Background: an optimization exercise with open tools, aiming at small area. Do not read the settings as production practice. The RTL was checked by simulation tests, not by an equivalence proof against the original design. No activity file was given, so power comes from the tool's default toggle rates.

// Motor
module Motor(
	input clk,
	input rst,
	input KS_Circuit_out1,
	input KS_Circuit_out2,
	input btn3,
	input freq1,
	input freq,
	input indus,
	input indie,
	output PWM_out_L,
	output PWM_out_R,
	output GREEN,
	output RED,
	output BLUE,
	output IN1,
	output IN2,
	output IN3,
	output IN4,
	output servo,
	output LD1,
	output LD2,
	output LD3,
	output LD4,
	output LD5,
	output LD6,
	output LD7,
	output LD8
	);
export LEC_CHECK = 0
export CAP_MARGIN = 20
export CORE_MARGIN = 2
export CORE_UTILIZATION = 40
export SLEW_MARGIN = 20
create_clock -name core_clock -period 10.0 [get_ports {clk}]
standard.sh (not shown) runs the stock make flow with config.mk's settings and CLKGATE_MAP_FILE= SYNTH_SCRIPT=/design/flow/synth_recipe.tcl, a recipe that flattens the netlist after the stock synthesis.
==> flow/flow/run.sh <==
#!/bin/bash
set -euo pipefail
bash standard.sh "CTS_ARGS=-sink_clustering_enable -repair_clock_nets -dont_use_dummy_load -buf_list sky130_fd_sc_hd__clkbuf_4" finish > make_finish.log 2>&1
Then changed:
==> flow/flow/run.sh (replaced) <==
#!/bin/bash
set -euo pipefail
bash standard.sh "CTS_ARGS=-sink_clustering_enable -repair_clock_nets -dont_use_dummy_load -buf_list sky130_fd_sc_hd__clkbuf_8 -sink_clustering_size 20 -sink_clustering_max_diameter 60" finish > make_finish.log 2>&1
Worst setup slack is worse by 0.024 ns. Routed wire length is lower by 1.5%. Global-route usage shrinks by 0.52 points. Clock skew came out lower by 0.015 ns. Power drops by 7.8%. Critical path depth stays the same. Sequential cell count stays the same. Clock-buffer cell count drops by 64.
Then changed:
==> flow/flow/run.sh (replaced) <==
#!/bin/bash
set -euo pipefail
bash standard.sh "CTS_ARGS=-sink_clustering_enable -repair_clock_nets -dont_use_dummy_load -buf_list sky130_fd_sc_hd__clkbuf_16 -sink_clustering_size 30 -sink_clustering_max_diameter 80" finish > make_finish.log 2>&1
Total power grows by 4.8%.
Die area stays the same.
Clock skew shrinks by 0.043 ns.
Worst setup slack degrades by 0.0099 ns.
Synthesized area does not change.
Combinational power hardly moves.
Utilization grows by 0.31 points.
Wire length shrinks by 0.81%.
Worst hold slack degrades by 0.015 ns.
Via count shrinks by 0.61%.
Fmax stays flat.
Then changed:
==> flow/flow/run.sh (replaced) <==
#!/bin/bash
set -euo pipefail
bash standard.sh "CTS_ARGS=-sink_clustering_enable -repair_clock_nets -dont_use_dummy_load -buf_list sky130_fd_sc_hd__clkbuf_8 -sink_clustering_size 16 -sink_clustering_max_diameter 50" finish > make_finish.log 2>&1
Outcome: The new run completed with no timing, DRC or antenna violations; via count rose by 1.1%; synthesized area does not change; cell count rose by 0.70%; global-route usage rose by 0.42 points; die area stays the same; worst setup slack improves by 0.0067 ns; worst hold slack degrades by 0.014 ns.

* * *

Motor, a different RTL version from the one above (not shown whole).
For scale: roughly 2100 cells after synthesis, roughly 330 flip-flops, ~27 I/O pins.
export LEC_CHECK = 0
export CAP_MARGIN = 20
export CORE_MARGIN = 2
export CORE_UTILIZATION = 40
export SLEW_MARGIN = 20
create_clock -name core_clock -period 10.0 [get_ports {clk}]
==> flow/flow/run.sh <==
#!/bin/bash
# The standard layout (standard.sh: standard synthesis, floorplan, place,
# CTS, route, finish), with only the clock tree synthesis arguments changed:
# clkbuf_8 buffers, sink clusters of at most 20 flip-flops within 60 um, and
# no dummy loads. make's full output goes to make_finish.log; ORFS keeps each
# step's own log under orfs/logs/.
set -euo pipefail
bash standard.sh "CTS_ARGS=-sink_clustering_enable -repair_clock_nets -dont_use_dummy_load -buf_list sky130_fd_sc_hd__clkbuf_8 -sink_clustering_size 20 -sink_clustering_max_diameter 60" finish > make_finish.log 2>&1
Rerun with:
==> flow/flow/run.sh (replaced) <==
#!/bin/bash
# The standard layout (standard.sh: standard synthesis, floorplan, place,
# CTS, route, finish) with two arguments changed: the port buffers are buf_1
# cells, and clock tree synthesis uses clkbuf_8 buffers, sink clusters of at
# most 20 flip-flops within 60 um, and no dummy loads. make's full output goes
# to make_finish.log; ORFS keeps each step's own log under orfs/logs/.
set -euo pipefail
bash standard.sh \
  "BUFFER_PORTS_ARGS=-buffer_cell sky130_fd_sc_hd__buf_1" \
  "CTS_ARGS=-sink_clustering_enable -repair_clock_nets -dont_use_dummy_load -buf_list sky130_fd_sc_hd__clkbuf_8 -sink_clustering_size 20 -sink_clustering_max_diameter 60" \
  "RECOVER_POWER=100" \
  finish > make_finish.log 2>&1
=> Now the flow completed and failed the layout checks on capacitance limit, slew limit. Worst setup slack got worse by 1.7 ns. Worst hold slack improved by 0.0034 ns. Global-route usage goes down by 0.20 points.

* * *

## xenon
Motor with an RTL version that a note above also has.
Size in the first run: ~2200 cells after synthesis, roughly 350 flip-flops, ~27 I/O pins, roughly 18000 um2 of cells after synthesis.
Settings: LEC_CHECK=0, CAP_MARGIN=20, CORE_MARGIN=2, CORE_UTILIZATION=40, CTS_BUF_LIST=sky130_fd_sc_hd__clkbuf_4, SLEW_MARGIN=20; clock period 10.0 ns.
run.sh (not shown) runs the stock make flow with config.mk's settings and CLKGATE_MAP_FILE= SYNTH_SCRIPT=/design/flow/synth_recipe.tcl, a recipe that flattens the netlist after the stock synthesis.
Stock flow here: none of the scripts above is used.
The following lists how zinc was set up differently from xenon:
Settings: CTS_BUF_LIST no longer set, was sky130_fd_sc_hd__clkbuf_4.
==> flow/flow/run.sh (new file) <==
#!/bin/bash
# The standard layout (standard.sh: standard synthesis, floorplan, place,
# CTS, route, finish), with only the clock tree synthesis arguments changed:
# clkbuf_8 buffers, sink clusters of at most 20 flip-flops within 60 um, and
# no dummy loads. make's full output goes to make_finish.log; ORFS keeps each
# step's own log under orfs/logs/.
set -euo pipefail
bash standard.sh "CTS_ARGS=-sink_clustering_enable -repair_clock_nets -dont_use_dummy_load -buf_list sky130_fd_sc_hd__clkbuf_8 -sink_clustering_size 20 -sink_clustering_max_diameter 60" finish > make_finish.log 2>&1
==> flow/standard.sh (new file) <==
#!/bin/bash
# synth_recipe.tcl (not shown) runs the flow's synth.tcl, then flattens the netlist and writes it again
# the make line also repeats each setting of config.mk as NAME=value (left out here)
make -C /OpenROAD-flow-scripts/flow DESIGN_CONFIG=/design/flow/config.mk WORK_HOME=/design/flow/orfs CLKGATE_MAP_FILE= SYNTH_SCRIPT=/design/flow/synth_recipe.tcl "${@:-finish}"
removed: flow/run.sh
Taking xenon as the reference, in zinc count of clock-buffer cells in the layout lost 77%, minimum setup slack in the final design grew by 58 ps, final instance count without filler cells shows a reduction of 139.
Cmp zinc and xenon / fraction of met2 tracks used by global routing / lower: zinc
Summary of zinc over xenon: layout overhead on the synthesized area decreased by 4.2 points relative to the old numbers; leakage power -6.4%.
Summary — tightest hold margin, zinc relative to xenon: higher, by 12 ps.
zinc vs xenon on ratio of final minimum period to clock period: zinc is the lower one.
Per the comparison of zinc with xenon, clock slew at the register clock pins of the worst setup and hold paths grew by 60 ps; routed wire length -2.3%.

* * *

Setup of JK:
RTL: one of the versions met above, not the one the previous note started from.
Size: roughly 2,100 cells after synthesis, about 330 flip-flops, roughly 27 I/O pins, about 0.018 sq mm of cells after synthesis.
==> flow/design.v (excerpt) <==
module Motor(
	input clk,
	input rst,
	input KS_Circuit_out1,
	input KS_Circuit_out2,
	input btn3,
	input freq1,
	input freq,
	input indus,
	input indie,
	output PWM_out_L,
	output PWM_out_R,
	output GREEN,
	output RED,
	output BLUE,
	output IN1,
	output IN2,
	output IN3,
	output IN4,
	output servo,
	output LD1,
	output LD2,
	output LD3,
	output LD4,
	output LD5,
	output LD6,
	output LD7,
	output LD8
	);
wire ang_a;
wire [4:0] ang_j;
wire hold;
wire lock_a;
wire [4:0] lock_j;
wire turner;
wire superturner;
wire rotation;
wire indusoff;
wire tune;
CurrentSensor inst(.clk1(clk), .rst(rst), .KS_Circuit_out(KS_Circuit_out1), .KS_Circuit_outer(KS_Circuit_out2), .btn(btn3), .indusensor(indus), .indie(indie), .turner(turner), .superturner(superturner), .indusoff(indusoff), .IN_1(IN1), .IN_2(IN2), .IN_3(IN3), .IN_4(IN4), .rotation(rotation), .tune(tune));
Servo_Motor_PWM inst2(.clk3(clk), .rst(rst), .holder(hold), .tune(tune), .lock_a(lock_a), .lock_j(lock_j), .PWM_servo(servo), .ang_a(ang_a), .ang_j(ang_j));
Frequency_Counter inst3(.clk4(clk), .rst(rst), .freq(freq), .freq1(freq1), .ang_a(ang_a), .ang_j(ang_j), .rotation(rotation), .LED1(LD1), .LED2(LD2), .LED3(LD3), .LED4(LD4), .LED5(LD5), .LED6(LD6), .LED7(LD7), .LED8(LD8), .RED(RED), .BLUE(BLUE), .GREEN(GREEN), .PWMout_L(PWM_out_L), .PWMout_R(PWM_out_R), .holder(hold), .lock_a(lock_a), .lock_j(lock_j), .turner(turner), .superturner(superturner), .indusoff(indusoff));
endmodule
clock: 10.0 ns
lec_check: 0
cap_margin: 20
core_margin: 2
core_utilization: 40
slew_margin: 20
standard.sh (not shown) runs the stock make flow with config.mk's settings and CLKGATE_MAP_FILE= SYNTH_SCRIPT=/design/flow/synth_recipe.tcl, a recipe that flattens the netlist after the stock synthesis.
==> flow/flow/run.sh <==
#!/bin/bash
# The standard layout (standard.sh: standard synthesis, floorplan, place,
# CTS, route, finish) with two arguments changed: the port buffers are buf_1
# cells, and clock tree synthesis uses clkbuf_8 buffers, sink clusters of at
# most 20 flip-flops within 60 um, and no dummy loads. make's full output goes
# to make_finish.log; ORFS keeps each step's own log under orfs/logs/.
set -euo pipefail
bash standard.sh \
  "BUFFER_PORTS_ARGS=-buffer_cell sky130_fd_sc_hd__buf_1" \
  "CTS_ARGS=-sink_clustering_enable -repair_clock_nets -dont_use_dummy_load -buf_list sky130_fd_sc_hd__clkbuf_8 -sink_clustering_size 24 -sink_clustering_max_diameter 50" \
  finish > make_finish.log 2>&1
## Diff of input files: MS against JK
diff --git a/flow/flow/run.sh b/flow/flow/run.sh
--- a/flow/flow/run.sh
+++ b/flow/flow/run.sh
@@ -8,4 +8,4 @@
 bash standard.sh \
   "BUFFER_PORTS_ARGS=-buffer_cell sky130_fd_sc_hd__buf_1" \
-  "CTS_ARGS=-sink_clustering_enable -repair_clock_nets -dont_use_dummy_load -buf_list sky130_fd_sc_hd__clkbuf_8 -sink_clustering_size 24 -sink_clustering_max_diameter 50" \
+  "CTS_ARGS=-sink_clustering_enable -repair_clock_nets -dont_use_dummy_load -buf_list sky130_fd_sc_hd__clkbuf_8 -sink_clustering_size 20 -sink_clustering_max_diameter 60" \
   finish > make_finish.log 2>&1
Notes after the runs:
Relative to JK, number of H-tree levels has gone down in MS. MS and JK ended up with nearly the same via count. MS ends up with a share of the core filled with cells in the final layout that is 0.29 points lower than in JK. Reported for MS and JK, synthesized cell count turned out identical to the last digit. Power share of the combinational group, MS and JK: larger value in MS.

==> what the ideal ports hide <==
Ports are ideal in the flow. The routed layouts listed here were re-timed in OpenROAD. Step 1, drivers: a clkbuf_16 drives clk and a buf_2 each remaining input, both assumed. Step 2 adds t to the input delays and takes it off the output delays; t is the mean of the earliest and latest rising clock arrival at the registers after step 1. Input paths then give back, and output paths get back, about the clock's delay inside the block. Three values: no drivers, after step 1, after step 2; two values: the first two.
run	t (ns)	setup slack, ns	worst setup path at the end	worst register clock-pin slew, ns	worst data-port slew with drivers (ns)
the first run of note 1	0.794	4.702 / 4.702 / 4.702	register to register	0.07 / 0.07	0.04
the second run of note 1	0.660	4.678 / 4.678 / 4.678	register to register	0.12 / 0.12	0.04
the third run of note 1	0.587	4.668 / 4.668 / 4.668	register to register	0.11 / 0.11	0.04
the fourth run of note 1	0.650	4.675 / 4.675 / 4.675	register to register	0.09 / 0.09	0.04
the first run of note 2	0.623	4.746 / 4.746 / 4.746	register to register	0.11 / 0.11	0.04
the second run of note 2	0.651	3.043 / 3.037 / 2.386	input to register	0.12 / 0.12	0.04
xenon	0.836	4.619 / 4.619 / 4.619	register to register	0.08 / 0.08	0.04
zinc	0.660	4.678 / 4.678 / 4.678	register to register	0.12 / 0.12	0.04
JK	0.631	4.634 / 4.634 / 4.634	register to register	0.12 / 0.12	0.04
MS	0.652	4.636 / 4.636 / 4.636	register to register	0.12 / 0.12	0.04
For the second run of note 2, which loses most, drivers alone change the setup slack by -0.006 ns; drivers and shift together by -0.657 ns.
